Background: an optimization exercise with open tools, aiming at small area, a short achievable clock period and few clock cycles per item. Do not read the settings as production practice. At most, simulation tests tie the RTL to the original design; equivalence was not proved. Power and IR drop assume default switching activity.

// MD5
module MD5(
    input wire clk,
    input wire reset_n,
    input wire cs,
    input wire we,
    input wire [7:0] address,
    input wire [31:0] write_data,
    output wire [31:0] read_data
);
wire         ready;
wire [127:0] digest;
wire wr       = cs & we;
wire ctrl_wr  = wr & (address == 8'h08);
wire block_wr = wr & (address[7:4] == 4'h2);
MD5_core core(
    .clk(clk),
    .reset_n(reset_n),
    .init(ctrl_wr & write_data[0] & ~write_data[1]),
    .next(ctrl_wr & write_data[1] & ~write_data[0]),
    .block_wr(block_wr),
    .block_addr(address[3:0]),
    .block_data(write_data),
    .digest(digest),
    .ready(ready)
);
MD5_read rd_mux(
    .address(address),
    .ready(ready),
    .digest(digest),
    .read_data(read_data)
);
endmodule
Size in the first run: roughly 6500 cells after synthesis, about 800 flip-flops.
clock: 9.0 ns
lec_check: 0
abc_area: 1
cap_margin: 20
core_margin: 2
core_utilization: 45
cts_cluster_diameter: 220
cts_cluster_size: 18
setup_slack_margin: 3.9
slew_margin: 20
synth_hierarchical: 1
standard.sh (not shown) runs the stock make flow with config.mk's settings and CLKGATE_MAP_FILE= SYNTH_SCRIPT=/design/flow/synth_recipe.tcl, a recipe that flattens the netlist after the stock synthesis.
==> flow/flow/run.sh <==
#!/bin/bash
# The standard layout (the standard.sh), with one change to synthesis: Yosys does not map
# adders to the library's full/half-adder cells (ADDER_MAP_FILE is empty), so ABC maps the
# adders' logic together with the rest. Registers are mapped exactly as in the standard synthesis.
# make's full output goes to flow_make.log; ORFS keeps each step's log under orfs/logs/.
set -euo pipefail
bash standard.sh ADDER_MAP_FILE= finish > flow_make.log 2>&1
The starting point ran to the end with no violations.
Testbench counts at the start, summed over its fixed seeds: cycles 13,695, blocks 192.
Then changed:
==> flow/flow/run.sh (replaced) <==
#!/bin/bash
# The standard layout (the standard.sh) with two changes:
# - synthesis: Yosys does not map adders to the library's full/half-adder cells
#   (ADDER_MAP_FILE is empty), so ABC maps the adders' logic together with the
#   rest. Registers are mapped exactly as in the standard synthesis.
# - placement: every input and output port is still given a buffer, but the
#   buffer is sky130_fd_sc_hd__buf_4 instead of the delay cell that
#   buffer_ports picks by default.
# make's full output goes to flow_make.log; ORFS keeps each step's log under orfs/logs/.
set -euo pipefail
bash standard.sh ADDER_MAP_FILE= "BUFFER_PORTS_ARGS=-buffer_cell sky130_fd_sc_hd__buf_4" finish > flow_make.log 2>&1
SETUP_SLACK_MARGIN = 4.4   (was 3.9)
Final cell count went up by a few percent.
Register-to-register slack gains 290 ps.
Power rose by a few percent.
Maximum frequency grows by a few percent.
Then changed:
==> flow/run.sh (new file) <==
#!/bin/bash
# synth_recipe.tcl (not shown) runs the flow's synth.tcl, then flattens the netlist and writes it again
# the make line also repeats each setting of config.mk as NAME=value (left out here)
make -C /OpenROAD-flow-scripts/flow DESIGN_CONFIG=/design/flow/config.mk WORK_HOME=/design/flow/orfs CLKGATE_MAP_FILE= SYNTH_SCRIPT=/design/flow/synth_recipe.tcl finish
SETUP_SLACK_MARGIN = 3.8   (was 4.4)
removed: flow/flow/run.sh
removed: flow/standard.sh
The changed run went through all stages and came out clean.
Cell area drops by 3.9%.
Synthesized cell count went down by 13%.
Synthesized area shrinks by 3.1%.
Via count went down by 8.3%.
Clock-buffer cell count stays the same.
Power goes up by 15%.
Register-to-register slack is worse by 860 ps.
Critical path depth is higher by 25.
Then changed:
==> flow/flow/run.sh (new file) <==
#!/bin/bash
# The standard layout (the standard.sh) with two changes:
# - synthesis: Yosys does not map adders to the library's full/half-adder cells
#   (ADDER_MAP_FILE is empty), so ABC maps the adders' logic together with the
#   rest. Registers are mapped exactly as in the standard synthesis.
# - placement: every input and output port is still given a buffer, but the
#   buffer is sky130_fd_sc_hd__buf_4 instead of the delay cell that
#   buffer_ports picks by default.
# make's full output goes to flow_make.log; ORFS keeps each step's log under orfs/logs/.
set -euo pipefail
bash standard.sh ADDER_MAP_FILE= "BUFFER_PORTS_ARGS=-buffer_cell sky130_fd_sc_hd__buf_4" finish > flow_make.log 2>&1
==> flow/standard.sh (new file) <==
#!/bin/bash
# synth_recipe.tcl (not shown) runs the flow's synth.tcl, then flattens the netlist and writes it again
# the make line also repeats each setting of config.mk as NAME=value (left out here)
make -C /OpenROAD-flow-scripts/flow DESIGN_CONFIG=/design/flow/config.mk WORK_HOME=/design/flow/orfs CLKGATE_MAP_FILE= SYNTH_SCRIPT=/design/flow/synth_recipe.tcl "${@:-finish}"
CTS_CLUSTER_DIAMETER = 240   (was 220)
CTS_CLUSTER_SIZE = 20   (was 18)
SETUP_SLACK_MARGIN = 4.0   (was 3.8)
removed: flow/run.sh
Outcome: Routed wire length climbs by about 4%. Sequential share of layout area increases by 2.5 points. Die area came out higher by 3.2%. Non-clock buffer count drops by 219. Global-route usage is higher by 0.24 points. Synthesized cell count goes up by 15%.


job 6857:
MD5, a different RTL version from the one above (not shown whole).
Size in the first run: ~5500 cells after synthesis, about 76 I/O pins, ~0.049 mm² of cells after synthesis.
export LEC_CHECK = 0
export ABC_AREA = 1
export CAP_MARGIN = 20
export CORE_MARGIN = 2
export CORE_UTILIZATION = 40
export CTS_BUF_LIST = sky130_fd_sc_hd__clkbuf_8
export SETUP_SLACK_MARGIN = 4.0
export SLEW_MARGIN = 20
create_clock -name core_clock -period 9.0 [get_ports {clk}]
run.sh (not shown) runs the stock make flow with config.mk's settings and CLKGATE_MAP_FILE= SYNTH_SCRIPT=/design/flow/synth_recipe.tcl, a recipe that flattens the netlist after the stock synthesis.
Stock flow here: none of the scripts above is used.
Edits applied to the flow inputs when going from job 6857 to job 8396:
- CTS_BUF_LIST no longer set, was sky130_fd_sc_hd__clkbuf_8
### Flow results
- Lower worst clock skew on the final layout was reported by job 8396, not job 6857.
- Non-clock buffer count was lower in job 8396 than in job 6857.
- Final hold slack: higher on job 6857
- Re post-detailed-placement half-perimeter wirelength: no difference whatsoever between job 6857 and job 8396.
- Taking job 6857 as the reference point, the clock latency on the worst-skew pair of job 8396 falls by 0.16 ns.
## Diff of input files: job 7430 against job 8396
- CTS_BUF_LIST: unset -> sky130_fd_sc_hd__clkbuf_8
- CORE_UTILIZATION: 40 -> 55
## What came out
Cell count along the critical path for job 7430 is higher than for job 8396. For the setup slack after layout, job 7430 came in 0.22 ns lower than job 8396 did. Diff job 8396 -> job 7430: total power decreased by 6.9% relative to the old numbers; cell area reported after detailed placement decreased by 680 µm² relative to the old numbers; met3 routed wirelength increased by 2.0 mm relative to the old numbers; fill cell instance count of the final layout decreased by 36% relative to the old numbers. Changes observed in job 7430 relative to job 8396: non-clock buffer count moved down; count of H-tree levels built during CTS moved up; die area moved down.
No run of this note included a check of the RTL's function; only the layout flow was run.


Setup of run A:
MD5 with an RTL version that a note above also has.
Size in the first run: about 6500 cells after synthesis, about 800 flip-flops.
Settings: LEC_CHECK=0, ABC_AREA=1, CAP_MARGIN=20, CORE_MARGIN=2, CORE_UTILIZATION=45, CTS_CLUSTER_DIAMETER=220, CTS_CLUSTER_SIZE=18, SETUP_SLACK_MARGIN=4.0, SLEW_MARGIN=20, SYNTH_HIERARCHICAL=1; clock period 9.0 ns.
standard.sh (not shown) runs the stock make flow with config.mk's settings and CLKGATE_MAP_FILE= SYNTH_SCRIPT=/design/flow/synth_recipe.tcl, a recipe that flattens the netlist after the stock synthesis.
==> flow/flow/run.sh <==
#!/bin/bash
# The standard layout (the standard.sh) with two changes:
# - synthesis: Yosys does not map adders to the library's full/half-adder cells
#   (ADDER_MAP_FILE is empty), so ABC maps the adders' logic together with the
#   rest. Registers are mapped exactly as in the standard synthesis.
# - placement: every input and output port is still given a buffer, but the
#   buffer is sky130_fd_sc_hd__buf_4 instead of the delay cell that
#   buffer_ports picks by default; flow/io.tcl keeps the read path's ports
#   together on the top edge.
# make's full output goes to flow_make.log; ORFS keeps each step's log under orfs/logs/.
set -euo pipefail
bash standard.sh ADDER_MAP_FILE= "BUFFER_PORTS_ARGS=-buffer_cell sky130_fd_sc_hd__buf_4" IO_CONSTRAINTS="$PWD/flow/io.tcl" finish > flow_make.log 2>&1
==> flow/flow/io.tcl <==
# Keep the read path's ports (address, cs, we, read_data) together on the
# top edge, so that the read multiplexer and its ports sit close together.
set_io_pin_constraint -region top:110-190 -pin_names {address[0] address[1] address[2] address[3] address[4] address[5] address[6] address[7] cs we read_data[0] read_data[1] read_data[2] read_data[3] read_data[4] read_data[5] read_data[6] read_data[7] read_data[8] read_data[9] read_data[10] read_data[11] read_data[12] read_data[13] read_data[14] read_data[15] read_data[16] read_data[17] read_data[18] read_data[19] read_data[20] read_data[21] read_data[22] read_data[23] read_data[24] read_data[25] read_data[26] read_data[27] read_data[28] read_data[29] read_data[30] read_data[31]}
Testbench counts of run A, summed over its fixed seeds: cycles 13,695, blocks 192.
## Diff of input files: run B against run A
Settings: CORE_UTILIZATION: 45 -> 50.
==> flow/flow/run.sh <==
#!/bin/bash
# The standard layout (the standard.sh), with one change to synthesis: Yosys does not map
# adders to the library's full/half-adder cells (ADDER_MAP_FILE is empty), so ABC maps the
# adders' logic together with the rest. Registers are mapped exactly as in the standard synthesis.
# make's full output goes to flow_make.log; ORFS keeps each step's log under orfs/logs/.
set -euo pipefail
bash standard.sh ADDER_MAP_FILE= finish > flow_make.log 2>&1
removed: flow/flow/io.tcl
==> summary.txt <==
Share of cells above drive strength 1, run A and run B: larger value in run B
NOTE: global-route usage in run B exceeds that of run A
The internal power summed over all cells in run B sits about 0.33% above the value recorded for run A.
Run B gives less routed wire length than run A did.
Run B gives more achievable clock frequency than run A did.
For run A, the endpoint of the most critical setup path was read_data[29], unlike run B, where it was read_data[24].
Between run A and run B, the post-route setup TNS figures differ only marginally.
Clock power delta (run B -> run A): insignificant
Modified inputs, run C compared to run B
Settings: setting GPL_ROUTABILITY_DRIVEN to 0 for the first time; changing CORE_UTILIZATION from 50 to 40.
Findings:
Well tap count came out higher on run C than on run B.
[compare] base=run B new=run C: final worst-path cycle share higher; setup slack shows a reduction of 0.030 ns; peak supply drop now sits higher.
Leakage power summed over all cells essentially unchanged between run B and run C.
Going from run B to run C, finished layout cell area saw an increase, non-clock buffer contribution to total cell area barely changed.
In the flow results for run B and run C, the worst slack after detailed placement is smaller on run C.
In terms of clock transition at the registers of the reported paths, run B and run C differ only marginally.
Looking at detailed-routed wire length on met2 across run B and run C, the one that comes out lower is run C.
[inputs] run D vs run C
Settings: CORE_UTILIZATION changed from 40 to 45; GPL_ROUTABILITY_DRIVEN removed (was 0); SETUP_SLACK_MARGIN changed from 4.0 to 4.1.
==> flow/flow/run.sh <==
#!/bin/bash
# The standard layout (the standard.sh) with two changes:
# - synthesis: Yosys does not map adders to the library's full/half-adder cells
#   (ADDER_MAP_FILE is empty), so ABC maps the adders' logic together with the
#   rest. Registers are mapped exactly as in the standard synthesis.
# - placement: every input and output port is still given a buffer, but the
#   buffer is sky130_fd_sc_hd__buf_4 instead of the delay cell that
#   buffer_ports picks by default.
# make's full output goes to flow_make.log; ORFS keeps each step's log under orfs/logs/.
set -euo pipefail
bash standard.sh ADDER_MAP_FILE= "BUFFER_PORTS_ARGS=-buffer_cell sky130_fd_sc_hd__buf_4" finish > flow_make.log 2>&1
==> summary.txt <==
- On biggest fanout along the worst timing path: between run D and run C, it ends up higher for run D.
- Against run C, run D reports a wire length on met3 that is lower.
- Between run D and run C, the combinational share of power is higher for run D.
- Number of vias in the routed layout: run D and run C compared, higher one is run C
- Combinational power grows by a few percent when moving from run C to run D.
- Run D vs. run C: setup slack after layout moved up; number of cells on the critical path saw a decrease.
- Run D gives more wire length of the first global-routing pass than run C did.
- Run C -> run D: clock distribution power flat
- Of run D and run C, the run reporting the higher sequential fraction of design power was run C.


## alpha
Starting RTL as in the previous note.
Design MD5, start of the top module:
module MD5(
    input wire clk,
    input wire reset_n,
    input wire cs,
    input wire we,
    input wire [7:0] address,
    input wire [31:0] write_data,
    output wire [31:0] read_data
);
export LEC_CHECK = 0
export ABC_AREA = 1
export CAP_MARGIN = 20
export CORE_MARGIN = 2
export CORE_UTILIZATION = 45
export CTS_CLUSTER_DIAMETER = 220
export CTS_CLUSTER_SIZE = 18
export SETUP_SLACK_MARGIN = 4.0
export SLEW_MARGIN = 20
export SYNTH_HIERARCHICAL = 1
create_clock -name core_clock -period 9.0 [get_ports {clk}]
run.sh (not shown) runs the stock make flow with config.mk's settings and CLKGATE_MAP_FILE= SYNTH_SCRIPT=/design/flow/synth_recipe.tcl, a recipe that flattens the netlist after the stock synthesis.
Stock flow here: none of the scripts above is used.
No stage failed in alpha, and the final checks on the layout all came back clean.
Testbench counts of alpha, summed over its fixed seeds: cycles 13,695, blocks 192.
Edits applied to the flow inputs when going from alpha to beta:
==> flow/flow/run.sh (new file) <==
#!/bin/bash
# The standard layout (the standard.sh) with two changes:
# - synthesis: Yosys does not map adders to the library's full/half-adder cells
#   (ADDER_MAP_FILE is empty), so ABC maps the adders' logic together with the
#   rest. Registers are mapped exactly as in the standard synthesis.
# - placement: every input and output port is still given a buffer, but the
#   buffer is sky130_fd_sc_hd__buf_4 instead of the delay cell that
#   buffer_ports picks by default.
# make's full output goes to flow_make.log; ORFS keeps each step's log under orfs/logs/.
set -euo pipefail
bash standard.sh ADDER_MAP_FILE= "BUFFER_PORTS_ARGS=-buffer_cell sky130_fd_sc_hd__buf_4" finish > flow_make.log 2>&1
==> flow/standard.sh (new file) <==
#!/bin/bash
# synth_recipe.tcl (not shown) runs the flow's synth.tcl, then flattens the netlist and writes it again
# the make line also repeats each setting of config.mk as NAME=value (left out here)
make -C /OpenROAD-flow-scripts/flow DESIGN_CONFIG=/design/flow/config.mk WORK_HOME=/design/flow/orfs CLKGATE_MAP_FILE= SYNTH_SCRIPT=/design/flow/synth_recipe.tcl "${@:-finish}"
removed: flow/run.sh
Findings:
The final layouts of alpha and beta pass the timing, design-rule and antenna checks. From alpha to beta the numbers moved as follows: worst endpoint data arrival time shrank by 2.76 ns, maximum number of pins on one net before global-route repair grew by 33. The lower required time reported for the critical path endpoint of alpha and beta is in beta. Relative to alpha, the worst hold slack of beta is higher by 0.0047 ns. HPWL after detailed placement is higher on beta. Fraction of area in registers for beta is higher than for alpha. The period utilization in beta was lower than what alpha gave.
Edits applied to the flow inputs when going from beta to gamma:
# beta
export LEC_CHECK = 0
export ABC_AREA = 1
export CAP_MARGIN = 20
export CORE_MARGIN = 2
export CORE_UTILIZATION = 45
export CTS_CLUSTER_DIAMETER = 220
export CTS_CLUSTER_SIZE = 18
export SETUP_SLACK_MARGIN = 4.0
export SLEW_MARGIN = 20
export SYNTH_HIERARCHICAL = 1
create_clock -name core_clock -period 9.0 [get_ports {clk}]
# gamma
export LEC_CHECK = 0
export ABC_AREA = 1
export CAP_MARGIN = 20
export CORE_MARGIN = 2
export CORE_UTILIZATION = 45
export CTS_CLUSTER_DIAMETER = 220
export CTS_CLUSTER_SIZE = 18
export SETUP_SLACK_MARGIN = 4.0
export SLEW_MARGIN = 20
export SYNTH_HIERARCHICAL = 1
export TNS_END_PERCENT = 5
create_clock -name core_clock -period 9.0 [get_ports {clk}]
==> flow/flow/run.sh <==
#!/bin/bash
# The standard layout (the standard.sh), with one change to synthesis: Yosys does not map
# adders to the library's full/half-adder cells (ADDER_MAP_FILE is empty), so ABC maps the
# adders' logic together with the rest. Registers are mapped exactly as in the standard synthesis.
# make's full output goes to flow_make.log; ORFS keeps each step's log under orfs/logs/.
set -euo pipefail
bash standard.sh ADDER_MAP_FILE= finish > flow_make.log 2>&1
==> summary.txt <==
- Final non-filler cell total across gamma and beta: no real change.
- Summary of gamma over beta: final setup skew now sits lower; data arrival time of the critical path higher; clock buffer count in the final layout went down; via count saw a decrease.
- gamma vs. beta: weighted congestion reported at the end of routability-driven placement about even, final wirelength fell by about 1.2%, reported sequential group power closely matched the old numbers.
- For gamma, the last element of the critical path was read_data[4], unlike beta, where it was read_data[12].
### gamma -> delta
# gamma
export LEC_CHECK = 0
export ABC_AREA = 1
export CAP_MARGIN = 20
export CORE_MARGIN = 2
export CORE_UTILIZATION = 45
export CTS_CLUSTER_DIAMETER = 220
export CTS_CLUSTER_SIZE = 18
export SETUP_SLACK_MARGIN = 4.0
export SLEW_MARGIN = 20
export SYNTH_HIERARCHICAL = 1
export TNS_END_PERCENT = 5
create_clock -name core_clock -period 9.0 [get_ports {clk}]
# delta
export LEC_CHECK = 0
export ABC_AREA = 1
export CAP_MARGIN = 20
export CORE_MARGIN = 2
export CORE_UTILIZATION = 45
export CTS_CLUSTER_DIAMETER = 220
export CTS_CLUSTER_SIZE = 18
export SETUP_SLACK_MARGIN = 4.1
export SLEW_MARGIN = 20
export SYNTH_HIERARCHICAL = 1
create_clock -name core_clock -period 9.0 [get_ports {clk}]
==> flow/flow/run.sh <==
#!/bin/bash
# The standard layout (the standard.sh) with two changes:
# - synthesis: Yosys does not map adders to the library's full/half-adder cells
#   (ADDER_MAP_FILE is empty), so ABC maps the adders' logic together with the
#   rest. Registers are mapped exactly as in the standard synthesis.
# - placement: every input and output port is still given a buffer, but the
#   buffer is sky130_fd_sc_hd__buf_4 instead of the delay cell that
#   buffer_ports picks by default.
# make's full output goes to flow_make.log; ORFS keeps each step's log under orfs/logs/.
set -euo pipefail
bash standard.sh ADDER_MAP_FILE= "BUFFER_PORTS_ARGS=-buffer_cell sky130_fd_sc_hd__buf_4" SYNTH_SCRIPT="$PWD/flow/synth.tcl" finish > flow_make.log 2>&1
==> flow/flow/core_abc.script (new file) <==
strash
dch
map -a
topo
stime -c
buffer -c
upsize -c
dnsize -c
==> flow/flow/synth.tcl (new file) <==
# The standard flow's synthesis (synth_recipe.tcl, run unchanged), with one change: ABC maps
# the module MD5_core with the script core_abc.script (ORFS's area script with
# area-oriented mapping, map -a). Every other module is
# mapped with the script that the flow settings choose. ABC maps only
# combinational logic; registers are mapped by synth.tcl as in the standard
# synthesis.
set flow_dir [file dirname [file normalize [info script]]]
proc abc {args} {
  global flow_dir
  set i [lsearch -exact $args -script]
  set core [lreplace $args [expr {$i + 1}] [expr {$i + 1}] $flow_dir/core_abc.script]
  yosys abc {*}$core MD5_core
  yosys abc {*}$args * MD5_core %d
}
source [file dirname $flow_dir]/synth_recipe.tcl
[summary]
- delta: done, clean on timing, DRC and antenna
- Between gamma and delta, the layout clock buffer count is higher for delta.
- The minimum clock period of delta was inferior to that of gamma.
- Delta(synthesized instance count, delta - gamma) < 0
- Looking only at global-route usage, and setting everything else aside, the lower value of gamma and delta goes to gamma.
- delta against gamma: fmax dropped 16%; area share of xor/xnor cells in the synthesized design now larger.
- When delta is set beside gamma, its proportion of power drawn by flip-flops and latches turns out to be 2.7 points smaller.
- Count of antenna diodes in the layout ends up higher on gamma.
- Going from gamma to delta, the placer congestion estimate was found to have gone up by 0.028.
- Summary of delta over gamma: final non-filler cell area went up by 2600 um2; total power consumption of the routed design went up by about 5.5%.

re-timing with driven ports:
The results above use ideal ports. As a check the final layouts listed here were re-extracted and re-timed, cells and wires unchanged.
Step 1: set_driving_cell puts a clkbuf_16 on clk and a buf_2 on each other input, an assumption about the parent block.
Step 2, shift: input delay + t, output delay - t, t = (earliest + latest rising clock arrival at the registers) / 2. This alone moves slack from input paths to output paths.
Slacks: no drivers / after step 1 / after step 2; pairs: no drivers / after step 1.
| run | t (ns) | slack for setup (ns) | worst setup path after step 2 | worst register clock-pin slew, ns | cell pins on the clock port's net |
|---|---|---|---|---|---|
| the first run of note 1 | 0.748 | 3.946 / 3.927 / 3.400 | input to register | 0.11 / 0.11 | 1 |
| the second run of note 1 | 0.750 | 4.110 / 4.068 / 4.043 | input to register | 0.11 / 0.11 | 1 |
| the third run of note 1 | 0.750 | 3.519 / 3.519 / 3.289 | input to register | 0.11 / 0.11 | 1 |
| the fourth run of note 1 | 0.734 | 4.040 / 4.016 / 3.643 | input to register | 0.12 / 0.12 | 1 |
| job 6857 | 0.922 | 3.669 / 3.611 / 3.225 | input to register | 0.08 / 0.08 | 1 |
| job 8396 | 0.770 | 3.714 / 3.623 / 3.393 | input to register | 0.07 / 0.07 | 1 |
| job 7430 | 0.914 | 3.497 / 3.497 / 3.261 | input to register | 0.07 / 0.07 | 1 |
| run A | 0.738 | 4.042 / 4.012 / 4.012 | input to output | 0.11 / 0.11 | 1 |
| run B | 0.738 | 4.070 / 3.966 / 3.515 | input to register | 0.10 / 0.10 | 1 |
| run C | 0.742 | 4.040 / 4.018 / 3.461 | input to register | 0.11 / 0.11 | 1 |
| run D | 0.746 | 4.112 / 4.087 / 3.618 | input to register | 0.11 / 0.11 | 1 |
| alpha | 0.747 | 3.518 / 3.518 / 3.440 | input to register | 0.10 / 0.10 | 1 |
| beta | 0.744 | 4.047 / 4.023 / 3.616 | input to register | 0.11 / 0.11 | 1 |
| gamma | 0.752 | 3.965 / 3.947 / 3.373 | input to register | 0.12 / 0.12 | 1 |
| delta | 0.758 | 2.997 / 2.997 / 2.997 | register to register | 0.11 / 0.11 | 1 |
After both steps every run listed still meets setup and hold. The setup slack of gamma, which loses most, moves by -0.018 ns with the drivers and by -0.592 ns with both steps.
